This design comes from an exercise in tuning for small area on the open sky130 flow, not from production work.
The RTL was checked by simulation tests, not by an equivalence proof against the original design.
The clock cells of runs 3 to 5 come from the design's own scripts or RTL, not from TritonCTS.
The clock input has no modelled driver; a real chip could not lean on it and would need a root buffer or a full tree.
Power figures rest on the tool's default switching activity, not on a simulated workload.

==> design.v <==
module CH3_WT_DECODER(
 BCD, DOT,
 SEG_DATA
);
input [3:0] BCD;
input DOT;
output [7:0] SEG_DATA;
wire b3 = BCD[3], b2 = BCD[2], b1 = BCD[1], b0 = BCD[0];
wire a = b3 | b1 | ~(b2 ^ b0);
wire b = ~b2 | ~(b1 ^ b0);
wire c = b2 | ~b1 | b0;
wire d = b3 | (~b2 & ~b0) | (b1 & ~b0) | (~b2 & b1) | (b2 & ~b1 & b0);
wire e = ~b0 & (~b2 | b1);
wire f = b3 | (~b1 & ~b0) | (b2 & ~b1) | (b2 & ~b0);
wire g = b3 | (b2 ^ b1) | (b1 & ~b0);
assign SEG_DATA = {a, b, c, d, e, f, g, DOT};
endmodule
module CH3_WATCH(
 RESETN, CLK,
 SEG_COM, SEG_DATA
);
input RESETN, CLK;
output [7:0] SEG_COM, SEG_DATA;
reg [9:0] X;
wire TICK = X[9] & X[8] & X[7] & X[6] & ~X[5] & ~X[4] & X[3] & X[2] & X[1] & ~X[0];
wire LD  = ~RESETN | TICK;    
wire LDN = ~LD;
always @(posedge CLK) begin
	X[0] <= RESETN & (TICK | (X[9] ^ X[6]));
	X[1] <= ~(LDN & X[0]);
	X[2] <= ~(LD | X[1]);
	X[3] <= ~(LDN & X[2]);
	X[4] <= ~(LD | X[3]);
	X[5] <= ~(LDN & X[4]);
	X[6] <= ~(LD | X[5]);
	X[7] <= ~(LDN & X[6]);
	X[8] <= ~(LD | X[7]);
	X[9] <= ~(LDN & X[8]);
end
reg [3:0] S1, M1, H1; reg [2:0] S10, M10; reg [1:0] H10;
wire e0 = TICK;
wire e0b = e0 & S1[0];
wire e1 = e0b & S1[3];
wire e1b = e1 & S10[0];
wire e2 = e1b & S10[2];
wire e2b = e2 & M1[0];
wire e3 = e2b & M1[3];
wire e3b = e3 & M10[0];
wire e4 = e3b & M10[2];
wire e4b = e4 & H1[0];
wire h23 = e4 & H10[1] & H1[1] & H1[0];
wire e5 = e4b & H1[3];
always @(posedge CLK) begin
  S1[0] <= RESETN & (S1[0] ^ e0);
  S1[1] <= RESETN & (S1[1] ^ (e0b & ~S1[3]));
  S1[2] <= RESETN & (S1[2] ^ (e0b & S1[1]));
  S1[3] <= RESETN & (S1[3] ^ (e0b & (S1[3] | S1[2] & S1[1])));
  S10[0] <= RESETN & (S10[0] ^ e1);
  S10[1] <= RESETN & (S10[1] ^ (e1b & ~S10[2]));
  S10[2] <= RESETN & (S10[2] ^ (e1b & (S10[2] | S10[1])));
  M1[0] <= RESETN & (M1[0] ^ e2);
  M1[1] <= RESETN & (M1[1] ^ (e2b & ~M1[3]));
  M1[2] <= RESETN & (M1[2] ^ (e2b & M1[1]));
  M1[3] <= RESETN & (M1[3] ^ (e2b & (M1[3] | M1[2] & M1[1])));
  M10[0] <= RESETN & (M10[0] ^ e3);
  M10[1] <= RESETN & (M10[1] ^ (e3b & ~M10[2]));
  M10[2] <= RESETN & (M10[2] ^ (e3b & (M10[2] | M10[1])));
  H1[0] <= RESETN & (H1[0] ^ e4);
  H1[1] <= RESETN & (H1[1] ^ (e4b & ~H1[3]));
  H1[2] <= RESETN & (H1[2] ^ (e4b & H1[1] & ~H10[1]));
  H1[3] <= RESETN & (H1[3] ^ (e4b & (H1[3] | H1[2] & H1[1])));
  H10[0] <= RESETN & (H10[0] ^ e5);
  H10[1] <= RESETN & (H10[1] ^ (e5 & H10[0] | h23));
end
reg DP;
reg [1:0] PM;
always @(posedge CLK) begin
	DP <= RESETN & ~DP;
	PM[0] <= ~RESETN | ~(PM[0] ^ PM[1]);
	PM[1] <= ~RESETN | (PM[0] & ~PM[1]);
end
wire R  = ~DP & PM[1] & PM[0];
wire P0 = ~DP & ~PM[1] & ~PM[0];
wire P1 =  DP & ~PM[1] &  PM[0];
wire P2 = ~DP &  PM[1] & ~PM[0];
wire P3 =  DP & ~PM[1] & ~PM[0];
wire P4 = ~DP & ~PM[1] &  PM[0];
wire P5 =  DP &  PM[1] & ~PM[0];
assign SEG_COM = {DP | (PM[1] ^ PM[0]),
                  ~(PM[0] & (DP ^ PM[1])),
                  DP | ~PM[1],
                  (PM[0] ^ PM[1]) | ~(DP ^ PM[1]),
                  DP | ~PM[0],
                  ~(PM[1] & (DP ^ PM[0])),
                  ~R, ~R};
wire [3:0] NUM = ({4{P0}} & {2'b00, H10}) |
                 ({4{P1}} & H1) |
                 ({4{P2}} & {1'b0, M10}) |
                 ({4{P3}} & M1) |
                 ({4{P4}} & {1'b0, S10}) |
                 ({4{P5}} & S1);
CH3_WT_DECODER S_DECODE(NUM, DP, SEG_DATA);
endmodule
==> flow/run.sh <==
#!/bin/bash
# Own layout flow: the standard flow (standard.sh) with
#  - the standard synthesis script, except that abc maps the logic with
#    each of the area-oriented scripts in flow/abc_*.script and keeps the
#    smallest result, and no half/full adder cells are extracted before abc;
#  - small port buffers;
#  - a clock tree of small buffers and no dummy loads.
# Each tool's full output goes to the log files ORFS writes under orfs/logs;
# make's own output goes to flow_make.log here.
set -euo pipefail
W=$PWD
LIB=$FLOW_HOME/platforms/$FLOW_PLATFORM/lib/sky130_fd_sc_hd__tt_025C_1v80.lib

cat > $W/own_synth.tcl <<EOF
proc synth {args} { yosys synth -nofsm -noshare {*}\$args }
proc abc {args} {
  set i [lsearch -exact \$args -script]
  if {\$i >= 0} { set args [lreplace \$args \$i [expr {\$i + 1}]] }
  yosys design -save own_pre_abc
  set best ""
  set best_area 1e30
  foreach s [lsort [glob $W/flow/abc_*.script]] {
    yosys design -load own_pre_abc
    yosys abc -script \$s {*}\$args
    yosys opt_clean
    set st [yosys tee -q -s result.string stat -liberty $LIB]
    if {[regexp {Chip area for module [^:]*: ([0-9.]+)} \$st -> a]} {
      puts "OWN_ABC \$s area \$a"
      if {\$a < \$best_area} { set best_area \$a; set best \$s }
    }
  }
  puts "OWN_ABC best \$best area \$best_area"
  yosys design -load own_pre_abc
  yosys abc -script \$best {*}\$args
}
source \$::env(SCRIPTS_DIR)/synth.tcl
# left out here: clear keep_hierarchy, flatten, clean up
yosys rename -hide {w:*\$func\$*}
write_verilog -noattr -nohex -nodec \$::env(RESULTS_DIR)/1_2_yosys.v
EOF

bash standard.sh \
  SYNTH_SCRIPT=$W/own_synth.tcl \
  ADDER_MAP_FILE= \
  ABC_CLOCK_PERIOD_IN_PS=10000 \
  "BUFFER_PORTS_ARGS=-buffer_cell sky130_fd_sc_hd__buf_1" \
  "CTS_ARGS=-sink_clustering_enable -repair_clock_nets -dont_use_dummy_load -buf_list sky130_fd_sc_hd__clkbuf_4" \
  finish > $W/flow_make.log 2>&1
test -f $W/out/final.def
==> flow/abc_1.script <==
strash
dch
map -a
topo
dnsize
==> flow/abc_2.script <==
strash
dch -f
amap
topo
dnsize
==> flow/abc_3.script <==
strash
&get -n
&dch -f
&nf -R 1000
&put
topo
dnsize
==> flow/abc_4.script <==
strash
dc2
dch -f
map -a
strash
dch -f
map -a
topo
dnsize
==> flow/abc_6.script <==
strash
dc2
dc2
&get -n
&dch -f
&nf -R 1000
&put
topo
dnsize
==> standard.sh <==
#!/bin/bash
# synth_recipe.tcl (not shown) runs the flow's synth.tcl, then flattens the netlist and writes it again
# the make line also repeats each setting of config.mk as NAME=value (left out here)
make -C /OpenROAD-flow-scripts/flow DESIGN_CONFIG=/design/flow/config.mk WORK_HOME=/design/flow/orfs CLKGATE_MAP_FILE= SYNTH_SCRIPT=/design/flow/synth_recipe.tcl "${@:-finish}"
==> config.mk <==
export PLATFORM = sky130hd
export DESIGN_NAME = CH3_WATCH
export DESIGN_NICKNAME = CH3_WATCH
export VERILOG_FILES = /design/flow/design.v
export SDC_FILE = /design/flow/constraint.sdc
export NUM_CORES = 4
export LEC_CHECK = 0
export CAP_MARGIN = 20
export CORE_MARGIN = 2
export CORE_UTILIZATION = 40
export SLEW_MARGIN = 20
==> constraint.sdc <==
create_clock -name core_clock -period 10.0 [get_ports {CLK}]
set_input_delay 2.0000 -clock core_clock [delete_from_list [all_inputs] [get_ports {CLK}]]
set_output_delay 2.0000 -clock core_clock [all_outputs]
set_load 0.01 [all_outputs]
==> results of run 1 <==
-- layer usage --
metal / vias up / track usage (%) / wire, um
met5: - / 0 / 0
met4: 0 / 7.065 / 48
met3: 6 / 5.179 / 159
met2: 34 / 23.95 / 1300
met1: 571 / 21.52 / 1403
li1: 632 / - / -
-- worst max path at each step --
stage / from / end / slack, ns
after floorplan: PM[0] / SEG_DATA[1] / 6.23
final: PM[0] / SEG_DATA[6] / 5.45
after detailed placement: PM[0] / SEG_DATA[6] / 5.83
after global placement: PM[0] / SEG_DATA[6] / 6.06
after CTS: PM[0] / SEG_DATA[6] / 5.48
after global routing: PM[0] / SEG_DATA[6] / 5.18
-- cell usage in the layout (no fill, tap or decap) --
cell type | Yosys | final
nor4_1 | 1 | 1
a22oi_1 | 9 | 9
a311oi_1 | 1 | 1
a21o_1 | 3 | 3
dfxtp_1 | 33 | 33
a21boi_0 | 1 | 1
nor3_1 | 3 | 3
clkinv_1 | 6 | 6
nand2_1 | 24 | 24
nand3b_1 | 1 | 1
nand4_1 | 2 | 2
a31oi_1 | 4 | 4
and3_1 | 6 | 6
nand4b_1 | 1 | 1
nor3b_1 | 5 | 5
o311a_1 | 1 | 1
nor2b_1 | 3 | 3
nor2_1 | 20 | 20
xor2_1 | 3 | 3
buf_4 | 9 | 2
o21ai_0 | 11 | 11
buf_1 | 0 | 17
a21oi_1 | 16 | 16
nand2b_1 | 3 | 3
nand3_1 | 4 | 4
or2_0 | 1 | 1
clkbuf_4 | 0 | 5
and4_1 | 1 | 1
-- cell type report --
type / count / area (um^2) / share of cell area, %
well taps: 46 / 57.56 / 3.780
inverters: 6 / 22.52 / 1.479
multi-input cells: 124 / 665.6 / 43.71
flip-flops and latches: 33 / 660.6 / 43.39
clock buffers: 5 / 37.54 / 2.465
repair buffers: 19 / 78.83 / 5.177
-- state kept, by name, summed over array words and instances (netlist names) --
name / flops
H1: 4
PM: 2
M10: 3
S10: 3
M1: 4
H10: 2
X: 10
DP: 1
S1: 4
-- cell families (layout without fill, tap and decap cells) --
group	after synthesis	in the layout	synth area share, %
flip-flops	33	33	46.64
AND/OR/NAND/NOR	75	75	25.62
buffers and inverters	15	30	6.360
AO/OA/AOI/OAI	46	46	19.52
XOR/XNOR	3	3	1.855
-- power by group --
part	switching (W)	leakage (nW)	internal, W
clock	0.0000389	0.0230	0.0000234
combinational	0.0000120	0.273	0.00000592
sequential	0.00000278	0.268	0.000134
-- worst max-delay path: cells and delay by family (launching register included) --
family / cells / cell delay (ns)
flip-flops: 1 / 0.43
buffers and inverters: 3 / 0.47
AND/OR/NAND/NOR: 2 / 0.75
AO/OA/AOI/OAI: 3 / 0.59
-- stage by stage --
stage / std cells / hold WS, ns / instance area (um^2) / worst slack, ns / utilization [%]
floorplan: 172 / 0.3527 / 1416 / 6.226 / -
global placement: 228 / 0.3629 / 1485 / 6.059 / 44.16
detailed placement: 228 / 0.3679 / 1485 / 5.825 / 44.16
CTS: 233 / 0.3965 / 1523 / 5.479 / 45.28
global route: 233 / 0.4136 / 1523 / 5.177 / 45.28
finish: 233 / 0.3930 / 1523 / 5.448 / 45.28
==> impl_metrics.env, run 1 <==
export IMPL_status="complete, no violations"
export IMPL_synth_avg_cell_area_um2=8.235
export IMPL_clkTransAtPathRegs_ns=0.10
export IMPL_fp_dieW_um=63.51
export IMPL_htreeDepth=2
export IMPL_cts_tree="yes"
export IMPL_holdPathStages=1
export IMPL_required_ns=8.00
export IMPL_synth_most_common_cell="dfxtp_1"
export IMPL_area_growth_pct=7.509
export IMPL_ant_nets=0
export IMPL_path_cells="clkinv_1, nor3b_1, a22oi_1, nand3_1, clkinv_1, o21ai_0, a21o_1, buf_1"
export IMPL_synth_edf_count=0
export IMPL_final_setup_tns_ns=0
export IMPL_maxCapViolCount=0
export IMPL_ctsResizeCount=0
export IMPL_netlist_area_um2=1416
export IMPL_diodes=0
export IMPL_synth_top_cells_by_count="33 x dfxtp_1, 24 x nand2_1, 20 x nor2_1, 16 x a21oi_1, 11 x o21ai_0"
export IMPL_layout_nets=191
export IMPL_slowest_stage="nor3b_1"
export IMPL_place_gp_congestion=0.8366
export IMPL_synth_async_reset_ratio_pct=0
export IMPL_coreArea_um2=3363
export IMPL_cpPeakStageDelay_ns=0.55
export IMPL_critPathLaunchType="flop"
export IMPL_worstSetupPathType="flop to output pin"
export IMPL_power_per_cell_area_nw_per_um2=142.2
export IMPL_drc_errors=0
export IMPL_totalWireLength_um=2912
export IMPL_ys_types=26
export IMPL_drt_pass1_iterations=4
export IMPL_p_leak_nw=0.5643
export IMPL_grt_pass1_vias=1130
export IMPL_nFillCells=353
export IMPL_yosys_area_top_type_share_pct=46.64
export IMPL_rr_worst_depth=10
export IMPL_hpwlAfterDp_um=2141
export IMPL_ir_drop_mv=0.08074
export IMPL_yosysSeqAreaShare_pct=46.64
export IMPL_clock_skew_ns=0.03352
export IMPL_hold_buffers=0
export IMPL_grt_util_all_layers_pct=16.18
export IMPL_rows=21
export IMPL_ys_top_cells_by_area="dfxtp_1 47%, nand2_1 6.4%, a21oi_1 5.7%, nor2_1 5.3%, a22oi_1 4.8%"
export IMPL_clock_sinks=33
export IMPL_min_to="X[5]"
export IMPL_fp_dieArea_um2=4033
export IMPL_synthCells=172
export IMPL_chipHeight_um=63.51
export IMPL_hold_start="X[4]"
export IMPL_worst_endpoint_arrival_ns=2.55
export IMPL_clk_latency_ns=0.34
export IMPL_setup_viol=0
export IMPL_synth_nets=174
export IMPL_fin_crit_sh_pct=45.52
export IMPL_layout_drive_gt1_share_pct=3.743
export IMPL_ys_warn_count=1
export IMPL_clockBufferDepth=2
export IMPL_grt_max_degree=25
export IMPL_grt_pass1_wl_um=5106
export IMPL_ys_flop_type="dfxtp_1"
export IMPL_path_max_fanout=6
export IMPL_hp_class="flop to flop"
export IMPL_reg2reg_to="H10[1]"
export IMPL_rsz0062_at_grt="false"
export IMPL_routedWlPerCell_um=12.50
export IMPL_antenna_found_initial=0
export IMPL_synth_area_leader_cell="dfxtp_1"
export IMPL_max_slew_margin_pct=57.86
export IMPL_grt_overflow=0
export IMPL_worst_pin_slew_ns=0.6308
export IMPL_port_buffers=17
export IMPL_end_kind="output pin"
export IMPL_r2r_start="X[6]"
export IMPL_post_cts_setup_buffers=0
export IMPL_finalCriticalPeriod_ns=4.552
export IMPL_hold_viol=0
export IMPL_avgViaCountPerCell=5.335
export IMPL_synth_seq_cells=33
export IMPL_drv_slew=0
export IMPL_cts_root_buf="clkbuf_4"
export IMPL_cts_made_buffers=5
export IMPL_fmax_mhz=219.7
export IMPL_io_pins=18
export IMPL_first_iter_violations=74
export IMPL_power_w=0.0002166
export IMPL_path_common_cell="clkinv_1"
export IMPL_initial_core_util_pct=42.11
export IMPL_num_vias=1243
export IMPL_reg2reg_slack_ns=7.31
==> run 2, diff against run 1 <==
--- a/flow/run.sh
+++ b/flow/run.sh
@@ -1,8 +1,9 @@
 #!/bin/bash
 # Own layout flow: the standard flow (standard.sh) with
 #  - the standard synthesis script, except that abc maps the logic with
-#    each of the area-oriented scripts in flow/abc_*.script and keeps the
-#    smallest result, and no half/full adder cells are extracted before abc;
+#    each area-oriented script listed in flow/abc_scripts.txt (one per line,
+#    commands separated by ';') and keeps the smallest result, and no
+#    half/full adder cells are extracted before abc;
 #  - small port buffers;
 #  - a clock tree of small buffers and no dummy loads.
 # Each tool's full output goes to the log files ORFS writes under orfs/logs;
@@ -10,6 +11,14 @@
 set -euo pipefail
 W=$PWD
 LIB=$FLOW_HOME/platforms/$FLOW_PLATFORM/lib/sky130_fd_sc_hd__tt_025C_1v80.lib
+
+mkdir -p $W/abc
+n=0
+while IFS= read -r line; do
+  [[ -z "$line" ]] && continue
+  n=$((n + 1))
+  printf '%s\n' "$line" | tr ';' '\n' > $W/abc/s$(printf %03d $n).script
+done < $W/flow/abc_scripts.txt
 
 cat > $W/own_synth.tcl <<EOF
 proc synth {args} { yosys synth -nofsm -noshare {*}\$args }
@@ -19,19 +28,18 @@
   yosys design -save own_pre_abc
   set best ""
   set best_area 1e30
-  foreach s [lsort [glob $W/flow/abc_*.script]] {
+  foreach s [lsort [glob $W/abc/s*.script]] {
     yosys design -load own_pre_abc
     yosys abc -script \$s {*}\$args
     yosys opt_clean
     set st [yosys tee -q -s result.string stat -liberty $LIB]
     if {[regexp {Chip area for module [^:]*: ([0-9.]+)} \$st -> a]} {
       puts "OWN_ABC \$s area \$a"
-      if {\$a < \$best_area} { set best_area \$a; set best \$s }
+      if {\$a < \$best_area} { set best_area \$a; set best \$s; yosys design -save own_best }
     }
   }
   puts "OWN_ABC best \$best area \$best_area"
-  yosys design -load own_pre_abc
-  yosys abc -script \$best {*}\$args
+  yosys design -load own_best
 }
 source \$::env(SCRIPTS_DIR)/synth.tcl
 # left out here: clear keep_hierarchy, flatten, clean up
==> flow/abc_scripts.txt (new file) <==
strash;&get -n;&b;&dc2;&dch -f;&nf -R 1000;&put;topo;dnsize
strash;&get -n;&b;&dc2;&dch -f;&nf -p -R 1000 -F 8 -A 4 -C 32;&put;topo;dnsize
strash;&get -n;&b;&dc2;&dch -f;&nf -p -R 1000;&put;topo;dnsize
strash;&get -n;&dc2;&dc2;&dc2;&dch -f;&nf -R 1000;&put;topo;dnsize
strash;&get -n;&dc2;&dc2;&dc2;&dch -f;&nf -p -R 1000 -F 8 -A 4 -C 32;&put;topo;dnsize
strash;&get -n;&dc2;&dc2;&dc2;&dch -f;&nf -p -R 1000;&put;topo;dnsize
strash;&get -n;&dc2;&dc2;&dch -f;&nf -R 1000;&put;topo;dnsize
strash;&get -n;&dc2;&dc2;&dch -f;&nf -p -R 1000 -F 8 -A 4 -C 32;&put;topo;dnsize
strash;&get -n;&dc2;&dc2;&dch -f;&nf -p -R 1000;&put;topo;dnsize
strash;&get -n;&dc2;&dch -f;&dc2;&dch -f;&nf -R 1000;&put;topo;dnsize
strash;&get -n;&dc2;&dch -f;&dc2;&dch -f;&nf -p -R 1000 -F 8 -A 4 -C 32;&put;topo;dnsize
strash;&get -n;&dc2;&dch -f;&dc2;&dch -f;&nf -p -R 1000;&put;topo;dnsize
strash;&get -n;&dc2;&dch -f;&nf -R 1000;&put;topo;dnsize
strash;&get -n;&dc2;&dch -f;&nf -p -R 1000 -F 8 -A 4 -C 32;&put;topo;dnsize
strash;&get -n;&dc2;&dch -f;&nf -p -R 1000;&put;topo;dnsize
strash;&get -n;&dc2;&dch;&nf -R 1000;&put;topo;dnsize
strash;&get -n;&dc2;&dch;&nf -p -R 1000 -F 8 -A 4 -C 32;&put;topo;dnsize
strash;&get -n;&dc2;&dch;&nf -p -R 1000;&put;topo;dnsize
strash;&get -n;&dc2;&st;&if -K 4 -a;&mfs;&st;&dc2;&dch -f;&nf -R 1000;&put;topo;dnsize
strash;&get -n;&dc2;&st;&if -K 4 -a;&mfs;&st;&dc2;&dch -f;&nf -p -R 1000 -F 8 -A 4 -C 32;&put;topo;dnsize
strash;&get -n;&dc2;&st;&if -K 4 -a;&mfs;&st;&dc2;&dch -f;&nf -p -R 1000;&put;topo;dnsize
strash;&get -n;&dc2;&syn2;&dch -f;&nf -R 1000;&put;topo;dnsize
strash;&get -n;&dc2;&syn2;&dch -f;&nf -p -R 1000 -F 8 -A 4 -C 32;&put;topo;dnsize
strash;&get -n;&dc2;&syn2;&dch -f;&nf -p -R 1000;&put;topo;dnsize
strash;&get -n;&dch -f;&nf -R 1000;&put;topo;dnsize
strash;&get -n;&dch -f;&nf -p -R 1000 -F 8 -A 4 -C 32;&put;topo;dnsize
strash;&get -n;&dch -f;&nf -p -R 1000;&put;topo;dnsize
strash;&get -n;&dch;&nf -R 1000;&put;topo;dnsize
strash;&get -n;&dch;&nf -p -R 1000 -F 8 -A 4 -C 32;&put;topo;dnsize
strash;&get -n;&dch;&nf -p -R 1000;&put;topo;dnsize
strash;&get -n;&st;&if -K 4 -a;&mfs;&st;&dch -f;&nf -R 1000;&put;topo;dnsize
strash;&get -n;&st;&if -K 4 -a;&mfs;&st;&dch -f;&nf -p -R 1000 -F 8 -A 4 -C 32;&put;topo;dnsize
strash;&get -n;&st;&if -K 4 -a;&mfs;&st;&dch -f;&nf -p -R 1000;&put;topo;dnsize
strash;&get -n;&syn2;&dch -f;&nf -R 1000;&put;topo;dnsize
strash;&get -n;&syn2;&dch -f;&nf -p -R 1000 -F 8 -A 4 -C 32;&put;topo;dnsize
strash;&get -n;&syn2;&dch -f;&nf -p -R 1000;&put;topo;dnsize
strash;&get -n;&syn3;&dch -f;&nf -R 1000;&put;topo;dnsize
strash;&get -n;&syn3;&dch -f;&nf -p -R 1000 -F 8 -A 4 -C 32;&put;topo;dnsize
strash;&get -n;&syn3;&dch -f;&nf -p -R 1000;&put;topo;dnsize
strash;&get -n;&synch2;&nf -R 1000;&put;topo;dnsize
strash;&get -n;&synch2;&nf -p -R 1000 -F 8 -A 4 -C 32;&put;topo;dnsize
strash;&get -n;&synch2;&nf -p -R 1000;&put;topo;dnsize
strash;dc2;dc2;&get -n;&dch -f;&nf -R 1000;&put;topo;dnsize
strash;dc2;dch -f;map -a;strash;dch -f;map -a;topo;dnsize
strash;dch -f;amap;topo;dnsize
strash;dch;map -a;topo;dnsize
removed: flow/abc_1.script
removed: flow/abc_2.script
removed: flow/abc_3.script
removed: flow/abc_4.script
removed: flow/abc_6.script
==> run 2 against run 1 <==
Effect of this change:
- wire length fell by 0.79%
- register-to-register slack lost 0.48 ns
- global-route usage is essentially flat
- via count is 2.0% lower
- power fell by 1.5%
- maximum frequency grew 0.22%
- critical path type unchanged
- critical endpoint is now SEG_DATA[4]
- highest routed layer unchanged
==> impl_metrics.env, run 2 <==
export IMPL_synth_async_reset_ratio_pct=0
export IMPL_maxCapViolCount=0
export IMPL_coreArea_um2=3337
export IMPL_required_ns=8.00
export IMPL_chipHeight_um=63.03
export IMPL_holdWs_ns=0.3890
export IMPL_synth_area_leader_cell="dfxtp_1"
export IMPL_synth_most_common_cell="dfxtp_1"
export IMPL_ys_warn_count=1
export IMPL_ir_drop_mv=0.1108
export IMPL_io_pins=18
export IMPL_diodes=0
export IMPL_grt_util_all_layers_pct=16.17
export IMPL_synthXorXnorAreaFrac_pct=1.257
export IMPL_end_kind="output pin"
export IMPL_ctsResizeCount=0
export IMPL_fp_dieArea_um2=3973
export IMPL_cts_tree="yes"
export IMPL_cpPeakStageDelay_ns=0.45
export IMPL_nFillCells=357
export IMPL_hpwlAfterDp_um=2115
export IMPL_ys_types=23
export IMPL_post_cts_setup_buffers=0
export IMPL_htreeDepth=2
export IMPL_grt_pass1_wl_um=4912
export IMPL_worst_endpoint_arrival_ns=2.54
export IMPL_drc_errors=0
export IMPL_max_slew_margin_pct=52.43
export IMPL_antenna_found_initial=0
export IMPL_rsz0062_at_grt="false"
export IMPL_ys_top_cells_by_area="dfxtp_1 47%, nand2_1 7.0%, a21oi_1 6.5%, nor2_1 5.9%, buf_4 4.8%"
export IMPL_hold_buffers=0
export IMPL_synth_seq_cells=33
export IMPL_rows=21
export IMPL_final_cell_mix="33 x dfxtp_1, 26 x nand2_1, 22 x nor2_1"
export IMPL_final_common_cell="dfxtp_1"
export IMPL_path_cells="nor2b_1, and2_0, a222oi_1, and2_0, nand2_1, and2_0, nor3b_1, o21ai_0, buf_1"
export IMPL_synthCells=171
export IMPL_area_growth_pct=6.553
export IMPL_regMostFlops="X"
export IMPL_path_max_fanout=8
export IMPL_yosysSeqAreaShare_pct=47.40
export IMPL_finalCriticalPeriod_ns=4.542
export IMPL_drv_slew=0
export IMPL_cts_made_buffers=5
export IMPL_grt_pass1_vias=1132
export IMPL_rr_worst_depth=11
export IMPL_synthMuxAreaShare_pct=0
export IMPL_worst_pin_slew_ns=0.7135
export IMPL_avgViaCountPerCell=5.296
export IMPL_fmax_mhz=220.1
export IMPL_clock_skew_ns=0.03254
export IMPL_drt_pass1_iterations=5
export IMPL_status="complete, no violations"
export IMPL_synth_fa_ha_area_share_pct=0
export IMPL_totalWireLength_um=2889
export IMPL_synth_avg_cell_area_um2=8.151
export IMPL_layout_drive_gt1_share_pct=2.717
export IMPL_port_buffers=17
export IMPL_clkTransAtPathRegs_ns=0.10
export IMPL_clockBufferDepth=2
export IMPL_power_w=0.0002132
export IMPL_setup_viol=0
export IMPL_synth_compound_area_share_pct=15.89
export IMPL_clk_latency_ns=0.34
export IMPL_first_iter_violations=84
export IMPL_synth_nets=173
export IMPL_holdPathStages=1
export IMPL_fin_crit_sh_pct=45.42
export IMPL_ant_nets=0
export IMPL_largest_reg_flops=10
export IMPL_hold_viol=0
export IMPL_slowest_stage="dfxtp_1"
export IMPL_fp_dieW_um=63.03
export IMPL_grt_overflow=0
export IMPL_clock_sinks=33
export IMPL_initial_core_util_pct=41.77
export IMPL_place_gp_congestion=0.7514
export IMPL_synth_top_family_by_area="simple AND/OR/NAND/NOR gates"
export IMPL_layout_nets=188
export IMPL_yosys_area_top_type_share_pct=47.40
export IMPL_ys_flop_type="dfxtp_1"
export IMPL_grt_max_degree=17
export IMPL_num_vias=1218
export IMPL_routedWlPerCell_um=12.56
export IMPL_synth_top_cells_by_count="33 x dfxtp_1, 26 x nand2_1, 22 x nor2_1, 18 x a21oi_1"
export IMPL_synthSimpleGateAreaFrac_pct=29.26
export IMPL_netlist_area_um2=1394
export IMPL_cts_root_buf="clkbuf_4"
export IMPL_path_common_cell="and2_0"
export IMPL_critPathLaunchType="flop"
export IMPL_p_leak_nw=0.5366
export IMPL_synth_edf_count=0
export IMPL_worstSetupPathType="flop to output pin"
export IMPL_power_per_cell_area_nw_per_um2=143.6
export IMPL_final_setup_tns_ns=0
export IMPL_hp_class="flop to flop"
==> run 2: final timing paths <==
| kind | from | to | slack [ns] |
|---|---|---|---|
| worst min register to register | X[0] | X[1] | 0.39 |
| worst min-delay path | X[0] | X[1] | 0.39 |
| worst max-delay path | PM[0] | SEG_DATA[4] | 5.46 |
| worst max register to register | X[0] | H10[1] | 6.83 |
==> run 2: cell families (layout without fill, tap and decap cells) <==
family,count (synthesis),count (layout)
simple gates,86,86
buf+inv,14,27
xor+xnor,2,2
flops,33,33
compound gates,36,36
==> run 2: layer usage <==
layer | track usage (%) | part of all wire [%]
met1 | 19.44 | 48
met2 | 24.20 | 43
met3 | 7.387 | 6.7
met4 | 8.056 | 2.0
met5 | 0 | 0
==> run 2: metrics by stage <==
step	cell area, um^2	worst slack, ns	cells	util (%)
4_1_cts	1485	5.496	230	44.51
5_1_grt	1485	5.229	230	44.51
2_1_floorplan	1394	6.095	171	-
3_5_place_dp	1448	5.851	225	43.38
3_3_place_gp	1448	6.003	225	43.38
6_report	1485	5.458	230	44.51
==> run 2: cell type report <==
class                           count  area [um^2]  share of cell area, %
Clock buffer                        5        37.54                  2.527
Multi-Input combinational cell    124        646.9                  43.56
Timing Repair Buffer               17        63.81                  4.297
Inverter                            5        18.77                  1.264
Tap cell                           46        57.56                  3.875
Sequential cell                    33        660.6                  44.48
==> run 2: where the power goes <==
part,internal [W],switching (W)
clock,0.0000235,0.0000397
sequential,0.000133,0.00000219
combinational,0.00000476,0.00000987
==> run 2: worst max-delay path: cells and delay by family (launching register included) <==
family | cells | cell delay, ns
flip-flops | 1 | 0.45
AO/OA/AOI/OAI | 2 | 0.48
AND/OR/NAND/NOR | 6 | 1.16
buffers and inverters | 1 | 0.14
==> run 3, diff against run 2 <==
--- a/flow/run.sh
+++ b/flow/run.sh
@@ -5,9 +5,12 @@
 #    commands separated by ';') and keeps the smallest result, and no
 #    half/full adder cells are extracted before abc;
 #  - small port buffers;
-#  - a clock tree of small buffers and no dummy loads.
+#  - in place of ORFS's clock tree synthesis, flow/own_cts.tcl: the clock
+#    port drives two clkbuf_8, each driving the clock pins of one half of
+#    the registers.
 # Each tool's full output goes to the log files ORFS writes under orfs/logs;
-# make's own output goes to flow_make.log here.
+# make's own output goes to flow_make_*.log and the clock buffering's to
+# own_cts.log here.
 set -euo pipefail
 W=$PWD
 LIB=$FLOW_HOME/platforms/$FLOW_PLATFORM/lib/sky130_fd_sc_hd__tt_025C_1v80.lib
@@ -47,11 +50,14 @@
 write_verilog -noattr -nohex -nodec \$::env(RESULTS_DIR)/1_2_yosys.v
 EOF
 
-bash standard.sh \
-  SYNTH_SCRIPT=$W/own_synth.tcl \
-  ADDER_MAP_FILE= \
-  ABC_CLOCK_PERIOD_IN_PS=10000 \
-  "BUFFER_PORTS_ARGS=-buffer_cell sky130_fd_sc_hd__buf_1" \
-  "CTS_ARGS=-sink_clustering_enable -repair_clock_nets -dont_use_dummy_load -buf_list sky130_fd_sc_hd__clkbuf_4" \
-  finish > $W/flow_make.log 2>&1
+KNOBS=(SYNTH_SCRIPT=$W/own_synth.tcl ADDER_MAP_FILE= ABC_CLOCK_PERIOD_IN_PS=10000
+       "BUFFER_PORTS_ARGS=-buffer_cell sky130_fd_sc_hd__buf_1")
+RES=$W/orfs/results/$FLOW_PLATFORM/CH3_WATCH/base
+
+bash standard.sh "${KNOBS[@]}" place > $W/flow_make_place.log 2>&1
+
+RES=$RES LIBF=$LIB PLATFORM_DIR=$FLOW_HOME/platforms/$FLOW_PLATFORM \
+  openroad -no_init -exit $W/flow/own_cts.tcl > $W/own_cts.log 2>&1
+
+bash standard.sh "${KNOBS[@]}" finish > $W/flow_make_finish.log 2>&1
 test -f $W/out/final.def
==> flow/own_cts.tcl (new file) <==
# Clock buffering in place of TritonCTS: the clock port drives NBUF buffers
# of type BUFCELL, each driving the register clock pins of one cluster of
# registers (k-means on their placed positions). Reads 3_place.odb and
# writes 4_1_cts.odb and 4_cts.sdc in RES, as ORFS's cts step would.
set R $::env(RES)
set NBUF 2
set BUFCELL sky130_fd_sc_hd__clkbuf_8
read_liberty $::env(LIBF)
read_db $R/3_place.odb
read_sdc $R/3_place.sdc
source $::env(PLATFORM_DIR)/setRC.tcl
set block [ord::get_db_block]
set db [ord::get_db]
set nbuf $NBUF
set master [$db findMaster $BUFCELL]
set clk [$block findNet CLK]
set sinks {}
foreach it [$clk getITerms] {
  set inst [$it getInst]
  set bb [$inst getBBox]
  lappend sinks [list $it [expr {([$bb xMin] + [$bb xMax]) / 2}] [expr {([$bb yMin] + [$bb yMax]) / 2}]]
}
puts "sinks [llength $sinks]"
# k-means on sink positions, seeded by x order
set sorted [lsort -real -index 1 $sinks]
set n [llength $sorted]
set cent {}
for {set k 0} {$k < $nbuf} {incr k} {
  set s [lindex $sorted [expr {int(($k + 0.5) * $n / $nbuf)}]]
  lappend cent [list [lindex $s 1] [lindex $s 2]]
}
for {set iter 0} {$iter < 20} {incr iter} {
  set groups {}
  for {set k 0} {$k < $nbuf} {incr k} { lappend groups {} }
  foreach s $sinks {
    set best 0; set bd 1e30
    for {set k 0} {$k < $nbuf} {incr k} {
      set c [lindex $cent $k]
      set d [expr {abs([lindex $s 1] - [lindex $c 0]) + abs([lindex $s 2] - [lindex $c 1])}]
      if {$d < $bd} { set bd $d; set best $k }
    }
    lset groups $best [concat [lindex $groups $best] [list $s]]
  }
  set cent {}
  foreach g $groups {
    set sx 0; set sy 0
    foreach s $g { set sx [expr {$sx + [lindex $s 1]}]; set sy [expr {$sy + [lindex $s 2]}] }
    set m [expr {max(1, [llength $g])}]
    lappend cent [list [expr {$sx / $m}] [expr {$sy / $m}]]
  }
}
set k 0
foreach g $groups c $cent {
  if {[llength $g] == 0} continue
  set inst [odb::dbInst_create $block $master clkbuf_own_$k]
  set net [odb::dbNet_create $block clknet_own_$k]
  $net setSigType CLOCK
  foreach s $g { set it [lindex $s 0]; $it disconnect; $it connect $net }
  [$inst findITerm A] connect $clk
  [$inst findITerm X] connect $net
  $inst setLocation [expr {int([lindex $c 0])}] [expr {int([lindex $c 1])}]
  $inst setPlacementStatus PLACED
  puts "buffer $k drives [llength $g] sinks"
  incr k
}
detailed_placement
check_placement
set_propagated_clock [all_clocks]
estimate_parasitics -placement
set mx 0
foreach p [get_pins -hierarchical */CLK] { set sl [get_property $p slew_max]; if {$sl > $mx} {set mx $sl} }
puts "est max clk pin slew $mx"
report_worst_slack -max
report_worst_slack -min
if {[sta::worst_slack -min] < 0.05} {
  repair_timing -hold -hold_margin 0.05
  detailed_placement
  check_placement
  estimate_parasitics -placement
  report_worst_slack -min
}
write_db $R/4_1_cts.odb
write_sdc -no_timestamp $R/4_cts.sdc
==> run 3 against run 2 <==
Effect of this change:
- still clean
- critical path depth is the same
- wire length fell by 2.3%
- power decreased by 5.6%
- maximum frequency up 4.3%
- hold slack improved by 0.0035 ns
- register-to-register slack worse by 0.02 ns
- combinational power hardly changed
- global-route usage fell by 1.9 points
- critical endpoint unchanged
- largest cell class unchanged
- highest routed layer unchanged
==> impl_metrics.env, run 3 <==
export IMPL_status="complete, no violations"
export IMPL_power_per_cell_area_nw_per_um2=136.5
export IMPL_p_seq_share_pct=67.3
export IMPL_worst_pin_slew_ns=0.7236
export IMPL_power_frac_comb_pct=7.3
export IMPL_synth_async_reset_ratio_pct=0
export IMPL_holdWs_ns=0.3925
export IMPL_fp_dieArea_um2=3973
export IMPL_met3_usage_pct=1.441
export IMPL_placed_cells=225
export IMPL_ir_drop_mv=0.08149
export IMPL_top_usage_layer="met2"
export IMPL_final_setup_tns_ns=0
export IMPL_diodes=0
export IMPL_postLayoutCoreUtil_pct=44.21
export IMPL_drv_slew=0
export IMPL_coreArea_um2=3337
export IMPL_grt_overflow=0
export IMPL_end_kind="output pin"
export IMPL_rows=21
export IMPL_synth_avg_cell_area_um2=8.151
export IMPL_power_frac_clock_pct=25.4
export IMPL_path_max_fanout=8
export IMPL_io_pins=18
export IMPL_drc_errors=0
export IMPL_synth_edf_count=0
export IMPL_routedWlPerCell_um=12.44
export IMPL_rsz0062_at_grt="false"
export IMPL_fp_dieW_um=63.03
export IMPL_synth_most_common_cell="dfxtp_1"
export IMPL_synth_area_leader_cell="dfxtp_1"
export IMPL_grt_util_all_layers_pct=14.24
export IMPL_max_slew_margin_pct=51.76
export IMPL_worstSetupPathType="flop to output pin"
export IMPL_hpwlAfterDp_um=2115
export IMPL_required_ns=8.00
export IMPL_maxCapViolCount=0
export IMPL_ys_types=23
export IMPL_internal_power_w=0.0001566
export IMPL_worst_endpoint_arrival_ns=2.36
export IMPL_layout_drive_gt1_share_pct=1.105
export IMPL_avgViaCountPerCell=5.335
export IMPL_layout_nets=185
export IMPL_num_vias=1211
export IMPL_totalWireLength_um=2823
export IMPL_finalCriticalPeriod_ns=4.357
export IMPL_clk_latency_ns=0.17
export IMPL_fin_cells=227
export IMPL_largest_reg_flops=10
export IMPL_yosysSeqAreaShare_pct=47.40
export IMPL_p_sw_share_pct=22.24
export IMPL_ys_flop_type="dfxtp_1"
export IMPL_hold_viol=0
export IMPL_fin_crit_sh_pct=43.57
export IMPL_grtUsageMet1_pct=19.26
export IMPL_register_area_um2=660.6
export IMPL_fmax_mhz=229.5
export IMPL_regMostFlops="X"
export IMPL_final_common_cell="dfxtp_1"
export IMPL_switchingPower_w=0.00004479
export IMPL_netlist_area_um2=1394
export IMPL_ant_nets=0
export IMPL_synth_seq_cells=33
export IMPL_synthCells=171
export IMPL_chipHeight_um=63.03
export IMPL_synth_nets=173
export IMPL_drt_pass1_iterations=4
export IMPL_grt_max_degree=21
export IMPL_multi_input_area_um2=646.9
export IMPL_p_leak_nw=0.5280
export IMPL_ys_top_cells_by_area="dfxtp_1 47%, nand2_1 7.0%, a21oi_1 6.5%, nor2_1 5.9%, buf_4 4.8%"
export IMPL_setup_viol=0
export IMPL_grt_pass1_vias=1113
export IMPL_clkTransAtPathRegs_ns=0.11
export IMPL_initial_core_util_pct=41.77
export IMPL_nFillCells=355
export IMPL_yosys_area_top_type_share_pct=47.40
export IMPL_clock_skew_ns=0.02536
export IMPL_hp_class="flop to flop"
export IMPL_antenna_found_initial=0
export IMPL_final_cell_mix="33 x dfxtp_1, 26 x nand2_1, 22 x nor2_1"
export IMPL_power_w=0.0002014
export IMPL_first_iter_violations=77
export IMPL_ys_warn_count=1
export IMPL_grtUsageMet2_pct=24.47
export IMPL_area_growth_pct=5.834
export IMPL_grt_pass1_wl_um=4795
export IMPL_critPathLaunchType="flop"
export IMPL_synth_top_cells_by_count="33 x dfxtp_1, 26 x nand2_1, 22 x nor2_1, 18 x a21oi_1"
export IMPL_place_gp_congestion=0.7514
export IMPL_port_buffers=17
-- run 3: cell counts after synthesis --
Identical to the previous run, type by type.
-- run 3: final cells by class --
cell class	count	share of cell area, %
repair buffers	17	4.326
multi-input cells	124	43.85
flip-flops and latches	33	44.78
well taps	46	3.902
plain buffers	2	1.866
inverters	5	1.272
-- run 3: path summary, 6_finish.rpt --
| path | depth (start not counted) | to | slack [ns] | startpoint |
|---|---|---|---|---|
| max | 9 | SEG_DATA[4] | 5.64 | PM[0] |
| min | 1 | X[1] | 0.39 | X[0] |
| max reg2reg | 11 | H10[1] | 6.81 | X[0] |
| min reg2reg | 1 | X[1] | 0.39 | X[0] |
-- run 3: logic make-up after synthesis --
logic type / after synthesis / share of synthesized area, %
DFF: 33 / 47.40
and+or+nand+nor: 86 / 29.26
buffers and inverters: 14 / 6.194
xor gates and xnor gates: 2 / 1.257
AOI/OAI and AO/OA: 36 / 15.89
-- run 3: worst max-delay path, cell delays in order, from the launching register on --
cell and delay (ns):
dfxtp_1 0.46, nor2b_1 0.10, and2_0 0.24, a222oi_1 0.35, and2_0 0.26, nand2_1 0.14, and2_0 0.21, nor3b_1 0.21
o21ai_0 0.10, buf_1 0.14
-- run 3: through the flow --
step / setup WS (ns) / instance area, um^2
6_report: 5.643 / 1475
5_1_grt: 5.422 / 1475
3_5_place_dp: 5.851 / 1448
3_3_place_gp: 6.003 / 1448
2_1_floorplan: 6.095 / 1394
-- run 3: layer usage --
layer | up-vias | wire (um)
met3 | 5 | 168
met1 | 555 | 1339
met4 | 0 | 50
li1 | 615 | -
met2 | 36 | 1264
met5 | - | 0
-- run 3: power by group through the flow --
| stage | Sequential (W) | Combinational [W] | Clock, W |
|---|---|---|---|
| finish | 0.000135 | 0.0000147 | 0.0000512 |
| global route | 0.000136 | 0.0000165 | 0.0000551 |
| detailed placement | 0.000139 | 0.0000147 | 0 |
| global placement | 0.000138 | 0.0000148 | 0 |
| floorplan | 0.000138 | 0.0000105 | 0 |
==> run 4, diff against run 3 <==
--- a/design.v
+++ b/design.v
@@ -21,21 +21,23 @@
 );
 input RESETN, CLK;
 output [7:0] SEG_COM, SEG_DATA;
-reg [9:0] X;
-wire TICK = X[9] & X[8] & X[7] & X[6] & ~X[5] & ~X[4] & X[3] & X[2] & X[1] & ~X[0];
-wire LD  = ~RESETN | TICK;    
+reg [6:0] Y;
+reg [2:0] C8;
+wire WRAP = ~Y[6] & ~Y[5] & ~Y[4] & Y[3] & ~Y[2] & Y[1] & ~Y[0];
+wire TICK = WRAP & ~C8[2] & ~C8[1] & ~C8[0];
+wire LD  = ~RESETN | WRAP;    
 wire LDN = ~LD;
 always @(posedge CLK) begin
-	X[0] <= RESETN & (TICK | (X[9] ^ X[6]));
-	X[1] <= ~(LDN & X[0]);
-	X[2] <= ~(LD | X[1]);
-	X[3] <= ~(LDN & X[2]);
-	X[4] <= ~(LD | X[3]);
-	X[5] <= ~(LDN & X[4]);
-	X[6] <= ~(LD | X[5]);
-	X[7] <= ~(LDN & X[6]);
-	X[8] <= ~(LD | X[7]);
-	X[9] <= ~(LDN & X[8]);
+	Y[0] <= RESETN & (WRAP | (Y[6] ^ Y[5]));
+	Y[1] <= ~(LDN & Y[0]);
+	Y[2] <= ~(LD | Y[1]);
+	Y[3] <= ~(LDN & Y[2]);
+	Y[4] <= ~(LD | Y[3]);
+	Y[5] <= ~(LDN & Y[4]);
+	Y[6] <= ~(LD | Y[5]);
+	C8[0] <= RESETN & ~C8[0];
+	C8[1] <= RESETN & (C8[1] ^ C8[0]);
+	C8[2] <= RESETN & (C8[2] ^ (C8[1] & C8[0]));
 end
 reg [3:0] S1, M1, H1; reg [2:0] S10, M10; reg [1:0] H10;
 wire e0 = TICK;
@@ -72,10 +74,9 @@
   H10[0] <= RESETN & (H10[0] ^ e5);
   H10[1] <= RESETN & (H10[1] ^ (e5 & H10[0] | h23));
 end
-reg DP;
+wire DP = C8[0];
 reg [1:0] PM;
 always @(posedge CLK) begin
-	DP <= RESETN & ~DP;
 	PM[0] <= ~RESETN | ~(PM[0] ^ PM[1]);
 	PM[1] <= ~RESETN | (PM[0] & ~PM[1]);
 end
--- a/flow/abc_scripts.txt
+++ b/flow/abc_scripts.txt
@@ -1,18 +1,34 @@
 strash;&get -n;&b;&dc2;&dch -f;&nf -R 1000;&put;topo;dnsize
+strash;&get -n;&b;&dc2;&dch -f;&nf -R 2000 -F 10 -A 10 -C 32;&put;topo;dnsize
+strash;&get -n;&b;&dc2;&dch -f;&nf -R 2000 -F 20 -A 20 -C 32 -K 4;&put;topo;dnsize
+strash;&get -n;&b;&dc2;&dch -f;&nf -R 2000 -F 20 -A 20 -C 32 -K 5;&put;topo;dnsize
 strash;&get -n;&b;&dc2;&dch -f;&nf -p -R 1000 -F 8 -A 4 -C 32;&put;topo;dnsize
 strash;&get -n;&b;&dc2;&dch -f;&nf -p -R 1000;&put;topo;dnsize
+strash;&get -n;&b;&dc2;&dch -f;&nf -p -R 2000 -F 20 -A 20 -C 32;&put;topo;dnsize
 strash;&get -n;&dc2;&dc2;&dc2;&dch -f;&nf -R 1000;&put;topo;dnsize
 strash;&get -n;&dc2;&dc2;&dc2;&dch -f;&nf -p -R 1000 -F 8 -A 4 -C 32;&put;topo;dnsize
 strash;&get -n;&dc2;&dc2;&dc2;&dch -f;&nf -p -R 1000;&put;topo;dnsize
 strash;&get -n;&dc2;&dc2;&dch -f;&nf -R 1000;&put;topo;dnsize
+strash;&get -n;&dc2;&dc2;&dch -f;&nf -R 2000 -F 10 -A 10 -C 32;&put;topo;dnsize
+strash;&get -n;&dc2;&dc2;&dch -f;&nf -R 2000 -F 20 -A 20 -C 32 -K 4;&put;topo;dnsize
+strash;&get -n;&dc2;&dc2;&dch -f;&nf -R 2000 -F 20 -A 20 -C 32 -K 5;&put;topo;dnsize
 strash;&get -n;&dc2;&dc2;&dch -f;&nf -p -R 1000 -F 8 -A 4 -C 32;&put;topo;dnsize
 strash;&get -n;&dc2;&dc2;&dch -f;&nf -p -R 1000;&put;topo;dnsize
+strash;&get -n;&dc2;&dc2;&dch -f;&nf -p -R 2000 -F 20 -A 20 -C 32;&put;topo;dnsize
 strash;&get -n;&dc2;&dch -f;&dc2;&dch -f;&nf -R 1000;&put;topo;dnsize
+strash;&get -n;&dc2;&dch -f;&dc2;&dch -f;&nf -R 2000 -F 10 -A 10 -C 32;&put;topo;dnsize
+strash;&get -n;&dc2;&dch -f;&dc2;&dch -f;&nf -R 2000 -F 20 -A 20 -C 32 -K 4;&put;topo;dnsize
+strash;&get -n;&dc2;&dch -f;&dc2;&dch -f;&nf -R 2000 -F 20 -A 20 -C 32 -K 5;&put;topo;dnsize
 strash;&get -n;&dc2;&dch -f;&dc2;&dch -f;&nf -p -R 1000 -F 8 -A 4 -C 32;&put;topo;dnsize
 strash;&get -n;&dc2;&dch -f;&dc2;&dch -f;&nf -p -R 1000;&put;topo;dnsize
+strash;&get -n;&dc2;&dch -f;&dc2;&dch -f;&nf -p -R 2000 -F 20 -A 20 -C 32;&put;topo;dnsize
 strash;&get -n;&dc2;&dch -f;&nf -R 1000;&put;topo;dnsize
+strash;&get -n;&dc2;&dch -f;&nf -R 2000 -F 10 -A 10 -C 32;&put;topo;dnsize
+strash;&get -n;&dc2;&dch -f;&nf -R 2000 -F 20 -A 20 -C 32 -K 4;&put;topo;dnsize
+strash;&get -n;&dc2;&dch -f;&nf -R 2000 -F 20 -A 20 -C 32 -K 5;&put;topo;dnsize
 strash;&get -n;&dc2;&dch -f;&nf -p -R 1000 -F 8 -A 4 -C 32;&put;topo;dnsize
 strash;&get -n;&dc2;&dch -f;&nf -p -R 1000;&put;topo;dnsize
+strash;&get -n;&dc2;&dch -f;&nf -p -R 2000 -F 20 -A 20 -C 32;&put;topo;dnsize
 strash;&get -n;&dc2;&dch;&nf -R 1000;&put;topo;dnsize
 strash;&get -n;&dc2;&dch;&nf -p -R 1000 -F 8 -A 4 -C 32;&put;topo;dnsize
 strash;&get -n;&dc2;&dch;&nf -p -R 1000;&put;topo;dnsize
@@ -23,8 +39,12 @@
 strash;&get -n;&dc2;&syn2;&dch -f;&nf -p -R 1000 -F 8 -A 4 -C 32;&put;topo;dnsize
 strash;&get -n;&dc2;&syn2;&dch -f;&nf -p -R 1000;&put;topo;dnsize
 strash;&get -n;&dch -f;&nf -R 1000;&put;topo;dnsize
+strash;&get -n;&dch -f;&nf -R 2000 -F 10 -A 10 -C 32;&put;topo;dnsize
+strash;&get -n;&dch -f;&nf -R 2000 -F 20 -A 20 -C 32 -K 4;&put;topo;dnsize
+strash;&get -n;&dch -f;&nf -R 2000 -F 20 -A 20 -C 32 -K 5;&put;topo;dnsize
 strash;&get -n;&dch -f;&nf -p -R 1000 -F 8 -A 4 -C 32;&put;topo;dnsize
 strash;&get -n;&dch -f;&nf -p -R 1000;&put;topo;dnsize
+strash;&get -n;&dch -f;&nf -p -R 2000 -F 20 -A 20 -C 32;&put;topo;dnsize
 strash;&get -n;&dch;&nf -R 1000;&put;topo;dnsize
 strash;&get -n;&dch;&nf -p -R 1000 -F 8 -A 4 -C 32;&put;topo;dnsize
 strash;&get -n;&dch;&nf -p -R 1000;&put;topo;dnsize
@@ -35,8 +55,12 @@
 strash;&get -n;&syn2;&dch -f;&nf -p -R 1000 -F 8 -A 4 -C 32;&put;topo;dnsize
 strash;&get -n;&syn2;&dch -f;&nf -p -R 1000;&put;topo;dnsize
 strash;&get -n;&syn3;&dch -f;&nf -R 1000;&put;topo;dnsize
+strash;&get -n;&syn3;&dch -f;&nf -R 2000 -F 10 -A 10 -C 32;&put;topo;dnsize
+strash;&get -n;&syn3;&dch -f;&nf -R 2000 -F 20 -A 20 -C 32 -K 4;&put;topo;dnsize
+strash;&get -n;&syn3;&dch -f;&nf -R 2000 -F 20 -A 20 -C 32 -K 5;&put;topo;dnsize
 strash;&get -n;&syn3;&dch -f;&nf -p -R 1000 -F 8 -A 4 -C 32;&put;topo;dnsize
 strash;&get -n;&syn3;&dch -f;&nf -p -R 1000;&put;topo;dnsize
+strash;&get -n;&syn3;&dch -f;&nf -p -R 2000 -F 20 -A 20 -C 32;&put;topo;dnsize
 strash;&get -n;&synch2;&nf -R 1000;&put;topo;dnsize
 strash;&get -n;&synch2;&nf -p -R 1000 -F 8 -A 4 -C 32;&put;topo;dnsize
 strash;&get -n;&synch2;&nf -p -R 1000;&put;topo;dnsize
==> run 4 against run 3 <==
Effect of this change:
- still clean on timing, DRC and antenna
- synthesized cell count increased by 1.8%
- core utilization is 0.14 points lower
- sequential power about the same
- highest routed layer unchanged
- critical endpoint is now SEG_DATA[1]
- register-to-register slack better by 0.19 ns
- critical path depth fell by 1
==> impl_metrics.env, run 4 <==
export IMPL_status="complete, no violations"
export IMPL_num_vias=1184
export IMPL_clock_skew_ns=0.009177
export IMPL_drt_pass1_iterations=4
export IMPL_critPathLaunchType="flop"
export IMPL_final_cell_mix="32 x dfxtp_1, 28 x nand2_1, 24 x nor2_1"
export IMPL_maxCapViolCount=0
export IMPL_hp_class="flop to flop"
export IMPL_hold_viol=0
export IMPL_path_max_fanout=9
export IMPL_rsz0062_at_grt="false"
export IMPL_yosys_area_top_type_share_pct=46.50
export IMPL_ir_drop_mv=0.07305
export IMPL_clkTransAtPathRegs_ns=0.10
export IMPL_setup_viol=0
export IMPL_netlist_area_um2=1378
export IMPL_grt_pass1_vias=1043
export IMPL_rows=21
export IMPL_ys_top_cells_by_area="dfxtp_1 47%, nand2_1 7.6%, a21oi_1 6.9%, nor2_1 6.5%, buf_4 4.9%"
export IMPL_ant_nets=0
export IMPL_final_setup_tns_ns=0
export IMPL_synth_top_cells_by_count="32 x dfxtp_1, 28 x nand2_1, 24 x nor2_1, 19 x a21oi_1, 11 x o21ai_0"
export IMPL_worst_endpoint_arrival_ns=2.45
export IMPL_synthCells=174
export IMPL_grt_max_degree=22
export IMPL_port_buffers=17
export IMPL_regMostFlops="Y"
export IMPL_holdWs_ns=0.3868
export IMPL_synth_most_common_cell="dfxtp_1"
export IMPL_antenna_found_initial=0
export IMPL_fmax_mhz=224.9
export IMPL_largest_reg_flops=7
export IMPL_routedWlPerCell_um=11.74
export IMPL_place_gp_congestion=0.7346
export IMPL_fp_dieW_um=62.69
export IMPL_worstSetupPathType="flop to output pin"
export IMPL_totalWireLength_um=2700
export IMPL_end_kind="output pin"
export IMPL_fin_crit_sh_pct=44.46
export IMPL_layout_drive_gt1_share_pct=1.087
export IMPL_area_growth_pct=5.904
export IMPL_grt_util_all_layers_pct=13.81
export IMPL_final_common_cell="dfxtp_1"
export IMPL_ys_flop_type="dfxtp_1"
export IMPL_place_ws_ns=5.742
export IMPL_coreArea_um2=3311
export IMPL_synth_avg_cell_area_um2=7.917
export IMPL_grt_overflow=0
export IMPL_synth_seq_cells=32
export IMPL_finalCriticalPeriod_ns=4.446
export IMPL_synth_async_reset_ratio_pct=0
export IMPL_layout_nets=188
export IMPL_p_leak_nw=0.5493
export IMPL_chipHeight_um=62.69
export IMPL_diodes=0
export IMPL_power_w=0.0002019
export IMPL_required_ns=8.00
export IMPL_drv_slew=0
export IMPL_initial_core_util_pct=41.61
export IMPL_first_iter_violations=60
export IMPL_ys_warn_count=1
export IMPL_drc_errors=0
export IMPL_ys_types=21
export IMPL_yosysSeqAreaShare_pct=46.50
export IMPL_synth_area_leader_cell="dfxtp_1"
export IMPL_max_slew_margin_pct=43.32
export IMPL_power_per_cell_area_nw_per_um2=138.4
export IMPL_synth_nets=176
export IMPL_hpwlAfterDp_um=2061
export IMPL_grt_pass1_wl_um=4650
export IMPL_nFillCells=347
export IMPL_fp_dieArea_um2=3929
export IMPL_worst_pin_slew_ns=0.8502
export IMPL_setup_ws_ns=5.554
export IMPL_clk_latency_ns=0.16
export IMPL_avgViaCountPerCell=5.148
export IMPL_synth_edf_count=0
export IMPL_io_pins=18
run 4: cell count changes after synthesis, moves of 2 or more:
cell and delta:
nor2_1 +2, nand4b_1 -2, nand2_1 +2, clkinv_1 +3, o21ai_0 +2, nor3_1 -2, nor2b_1 -3
run 4: critical path: stages (launching register included):
cell	delay, ns
dfxtp_1	0.49
clkinv_1	0.19
nor3_1	0.51
a222oi_1	0.13
and2_0	0.28
nand2_1	0.12
nand2_1	0.07
or3b_1	0.37
buf_1	0.13
run 4: layer usage:
metal,share of wire (%),global-route usage [%],up-vias
li1,-,-,623
met4,0.70,0.8333,0
met5,0,0,-
met2,45,25.40,25
met3,4.8,1.261,2
met1,49,18.35,534
run 4: power breakdown:
group	internal, W	switching [W]
combinational	0.00000593	0.0000126
sequential	0.000130	0.00000332
clock	0.0000185	0.0000313
total	0.000155	0.0000473
run 4: final cells by class:
| cell class | count | area [um^2] | share of cell area [%] |
|---|---|---|---|
| plain buffers | 2 | 27.53 | 1.887 |
| inverters | 8 | 30.03 | 2.058 |
| multi-input cells | 125 | 639.4 | 43.83 |
| flip-flops and latches | 32 | 640.6 | 43.91 |
| well taps | 46 | 57.56 | 3.945 |
| repair buffers | 17 | 63.81 | 4.374 |
run 4: path summary, 6_finish.rpt:
check	startpoint	end	slack, ns	cells past startpoint
setup / recovery	C8[0]	SEG_DATA[1]	5.55	8
hold / removal	Y[2]	Y[3]	0.39	1
setup reg to reg	Y[4]	H1[2]	7.00	12
hold reg to reg	Y[2]	Y[3]	0.39	1
run 4: cells by family after synthesis:
family / Yosys count / synth area share (%)
buffers and inverters: 17 / 7.084
AND/OR/NAND/NOR: 83 / 27.52
XOR/XNOR: 4 / 2.544
flip-flops: 32 / 46.50
AO/OA/AOI/OAI: 38 / 16.35
run 4: through the flow:
stage	utilization, %	cell area (um^2)	cells
6_report	44.07	1459	230
5_1_grt	44.07	1459	230
3_5_place_dp	43.24	1431	228
3_3_place_gp	43.24	1431	228
2_1_floorplan	-	1378	174
==> run 5, diff against run 4 <==
--- a/design.v
+++ b/design.v
@@ -77,23 +77,22 @@
 wire DP = C8[0];
 reg [1:0] PM;
 always @(posedge CLK) begin
-	PM[0] <= ~RESETN | ~(PM[0] ^ PM[1]);
-	PM[1] <= ~RESETN | (PM[0] & ~PM[1]);
+	PM[0] <= RESETN & ((~PM[1]));
+	PM[1] <= ~RESETN | ((PM[0] & ~PM[1]));
 end
-wire R  = ~DP & PM[1] & PM[0];
-wire P0 = ~DP & ~PM[1] & ~PM[0];
-wire P1 =  DP & ~PM[1] &  PM[0];
-wire P2 = ~DP &  PM[1] & ~PM[0];
-wire P3 =  DP & ~PM[1] & ~PM[0];
-wire P4 = ~DP & ~PM[1] &  PM[0];
-wire P5 =  DP &  PM[1] & ~PM[0];
-assign SEG_COM = {DP | (PM[1] ^ PM[0]),
-                  ~(PM[0] & (DP ^ PM[1])),
-                  DP | ~PM[1],
-                  (PM[0] ^ PM[1]) | ~(DP ^ PM[1]),
-                  DP | ~PM[0],
-                  ~(PM[1] & (DP ^ PM[0])),
-                  ~R, ~R};
+wire P0 = (~DP & PM[1]);
+wire P1 = (DP & ~PM[0]);
+wire P2 = (~DP & PM[0] & ~PM[1]);
+wire P3 = (DP & PM[1]);
+wire P4 = (~DP & ~PM[0]);
+wire P5 = (DP & PM[0] & ~PM[1]);
+assign SEG_COM = {(DP) | (~PM[1]),
+                  (~DP & ~PM[1]) | (PM[0]),
+                  (DP) | (~PM[0] & ~PM[1]) | (PM[0] & PM[1]),
+                  (~DP & PM[0]) | (~PM[1]),
+                  (DP) | (PM[0]),
+                  (~DP & PM[0]) | (DP & PM[1]) | (~PM[0] & ~PM[1]),
+                  (PM[0]) | (~PM[1]), (PM[0]) | (~PM[1])};
 wire [3:0] NUM = ({4{P0}} & {2'b00, H10}) |
                  ({4{P1}} & H1) |
                  ({4{P2}} & {1'b0, M10}) |
==> run 5 against run 4 <==
Effect of this change:
- wire length is 3.8% higher
- die area decreased by 0.51%
- critical path depth is 1 higher
- critical path type unchanged
- still clean
- largest cell class unchanged
- sequential power about the same
- flip-flop and latch count is the same
- hold slack gained 0.0086 ns
- combinational power is 33% lower
- power down 2.8%
- first-iteration DRC count up 52%
==> impl_metrics.env, run 5 <==
export IMPL_synthMuxAreaShare_pct=0
export IMPL_synth_seq_cells=32
export IMPL_grt_overflow=0
export IMPL_finalCriticalPeriod_ns=4.377
export IMPL_clock_skew_ns=0.01875
export IMPL_fin_cells=226
export IMPL_num_vias=1168
export IMPL_hold_start="Y[4]"
export IMPL_synth_async_reset_ratio_pct=0
export IMPL_path_cells="nor2_1, a32oi_1, nand2_1, a221oi_1, nand2_1, and2_0, nor3b_1, o21ai_0, buf_1"
export IMPL_coreArea_um2=3311
export IMPL_synth_avg_cell_area_um2=8.059
export IMPL_hp_class="flop to flop"
export IMPL_grt_pass1_wl_um=4767
export IMPL_setup_viol=0
export IMPL_netlist_area_um2=1370
export IMPL_grt_util_all_layers_pct=14.30
export IMPL_placed_cells=224
export IMPL_reg2reg_slack_ns=6.90
export IMPL_final_common_cell="dfxtp_1"
export IMPL_synth_top_family_by_area="simple AND/OR/NAND/NOR gates"
export IMPL_final_setup_tns_ns=0
export IMPL_nFillCells=346
export IMPL_place_ws_ns=5.814
export IMPL_synthSimpleGateAreaFrac_pct=26.67
export IMPL_totalWireLength_um=2802
export IMPL_grt_pass1_vias=1036
export IMPL_yosys_area_top_type_share_pct=46.76
export IMPL_maxCapViolCount=0
export IMPL_worst_endpoint_arrival_ns=2.38
export IMPL_antenna_found_initial=0
export IMPL_reg2reg_to="H1[2]"
export IMPL_initial_core_util_pct=41.38
export IMPL_routedWlPerCell_um=12.40
export IMPL_io_pins=18
export IMPL_ys_flop_type="dfxtp_1"
export IMPL_place_gp_congestion=0.7630
export IMPL_worst_pin_slew_ns=0.6914
export IMPL_max_slew_margin_pct=53.91
export IMPL_synth_most_common_cell="dfxtp_1"
export IMPL_r2r_start="Y[4]"
export IMPL_synth_compound_area_share_pct=17.53
export IMPL_holdPathStages=1
export IMPL_hold_viol=0
export IMPL_crit_family="compound AO/OA/AOI/OAI gates"
export IMPL_drt_pass1_iterations=4
export IMPL_largest_reg_flops=7
export IMPL_fp_dieArea_um2=3909
export IMPL_synthXorXnorAreaFrac_pct=1.918
export IMPL_ys_warn_count=1
export IMPL_synthCells=170
export IMPL_clkTransAtPathRegs_ns=0.11
export IMPL_fp_dieW_um=62.53
export IMPL_avgViaCountPerCell=5.168
export IMPL_ys_top_cells_by_area="dfxtp_1 47%, a21oi_1 6.6%, nor2_1 6.6%, nand2_1 5.5%, buf_4 4.9%"
export IMPL_required_ns=8.00
export IMPL_fmax_mhz=228.5
export IMPL_layout_nets=184
export IMPL_cp_startpoint="C8[0]"
export IMPL_ys_types=27
export IMPL_postLayoutCoreUtil_pct=43.84
export IMPL_drc_errors=0
export IMPL_synth_area_leader_cell="dfxtp_1"
export IMPL_min_to="Y[5]"
export IMPL_critPathLaunchType="flop"
export IMPL_slowest_stage="dfxtp_1"
export IMPL_hpwlAfterDp_um=2113
export IMPL_first_iter_violations=91
export IMPL_cpPeakStageDelay_ns=0.60
export IMPL_setup_ws_ns=5.623
export IMPL_diodes=0
export IMPL_end_kind="output pin"
export IMPL_synth_nets=172
export IMPL_regMostFlops="Y"
export IMPL_rows=21
export IMPL_worstSetupPathType="flop to output pin"
export IMPL_status="complete, no violations"
export IMPL_port_buffers=17
export IMPL_ir_drop_mv=0.07523
export IMPL_drv_slew=0
export IMPL_grt_max_degree=20
export IMPL_critical_path_buf_inv_count=1
export IMPL_power_per_cell_area_nw_per_um2=135.2
export IMPL_p_leak_nw=0.5295
export IMPL_rr_worst_depth=12
export IMPL_synth_top_cells_by_count="32 x dfxtp_1, 24 x nor2_1, 20 x nand2_1, 18 x a21oi_1"
export IMPL_area_growth_pct=5.936
export IMPL_fin_crit_sh_pct=43.77
export IMPL_clk_latency_ns=0.16
export IMPL_ant_nets=0
export IMPL_final_cell_mix="32 x dfxtp_1, 24 x nor2_1, 20 x nand2_1"
export IMPL_holdWs_ns=0.3954
export IMPL_path_max_fanout=15
export IMPL_chipHeight_um=62.53
export IMPL_rsz0062_at_grt="false"
export IMPL_layout_drive_gt1_share_pct=1.111
export IMPL_synth_edf_count=0
export IMPL_yosysSeqAreaShare_pct=46.76
export IMPL_path_common_cell="nand2_1"
export IMPL_synth_fa_ha_area_share_pct=0
-- run 5: worst register-to-register path, stage by stage, from the launching register on --
cell	delay (ns)
dfxtp_1	0.33
nor3_1	0.18
nand4_1	0.17
nor4_1	0.43
and3_1	0.31
and2_0	0.20
and3_1	0.34
and3_1	0.24
and3_1	0.30
nand2_1	0.12
nor2_1	0.13
nand2_1	0.06
nor3b_1	0.13
-- run 5: through the flow --
step           total power, W  area [um^2]
2_1_floorplan       0.0001434         1370
3_3_place_gp        0.0001477         1424
3_5_place_dp        0.0001480         1424
6_report            0.0001963         1451
5_1_grt             0.0002057         1451
-- run 5: logic make-up (layout without fill, tap and decap cells) --
| group | Yosys count | in the layout |
|---|---|---|
| and+or+nand+nor | 78 | 78 |
| AOI/OAI and AO/OA | 40 | 40 |
| DFF | 32 | 32 |
| buffers and inverters | 17 | 27 |
| xor gates and xnor gates | 3 | 3 |
-- run 5: worst max path at each step --
stage / depth (start not counted) / to
after floorplan: 9 / SEG_DATA[4]
after global placement: 9 / SEG_DATA[4]
after detailed placement: 8 / SEG_DATA[6]
after global routing: 9 / SEG_DATA[4]
final: 9 / SEG_DATA[4]
-- run 5: cell type report --
type                            instances  area [um^2]  share of cell area, %
Sequential cell                        32        640.6                  44.14
Multi-Input combinational cell        121        631.9                  43.53
Timing Repair Buffer                   17        63.81                  4.397
Tap cell                               46        57.56                  3.966
Inverter                                8        30.03                  2.069
Buffer                                  2        27.53                  1.897
-- run 5: where the power goes --
group	switching, W	internal (W)
clock network	0.0000328	0.0000186
registers	0.00000270	0.000130
logic	0.00000875	0.00000378
total	0.0000443	0.000152
-- run 5: layer usage --
metal / vias to the layer above / track usage, % / part of all wire (%)
met5: - / 0 / 0
met4: 0 / 1.667 / 1.1
met3: 4 / 1.622 / 3.8
met2: 25 / 24.46 / 45
met1: 532 / 20.00 / 50
li1: 607 / - / -

[static timing again, ports no longer ideal]
The results above use ideal ports. As a check the final layouts listed here were re-extracted and re-timed, cells and wires unchanged. Step 1: set_driving_cell puts a clkbuf_16 on CLK and a buf_2 on each other input, an assumption about the parent block. Step 2 adds t to the input delays and takes it off the output delays; t is the mean of the earliest and latest rising clock arrival at the registers after step 1. Input paths then give back, and output paths get back, about the clock's delay inside the block. Slacks: no drivers / after step 1 / after step 2; pairs: no drivers / after step 1.
run | shift t [ns] | setup slack, ns | hold WS [ns]
run 1 | 0.342 | 5.448 / 5.426 / 5.768 | 0.393 / 0.393 / 0.393
run 2 | 0.345 | 5.458 / 5.436 / 5.781 | 0.389 / 0.389 / 0.389
run 3 | 0.187 | 5.643 / 5.611 / 5.798 | 0.392 / 0.392 / 0.392
run 4 | 0.185 | 5.554 / 5.522 / 5.707 | 0.387 / 0.387 / 0.387
run 5 | 0.189 | 5.623 / 5.589 / 5.778 | 0.395 / 0.395 / 0.395
After both steps setup and hold are still met in every run listed.
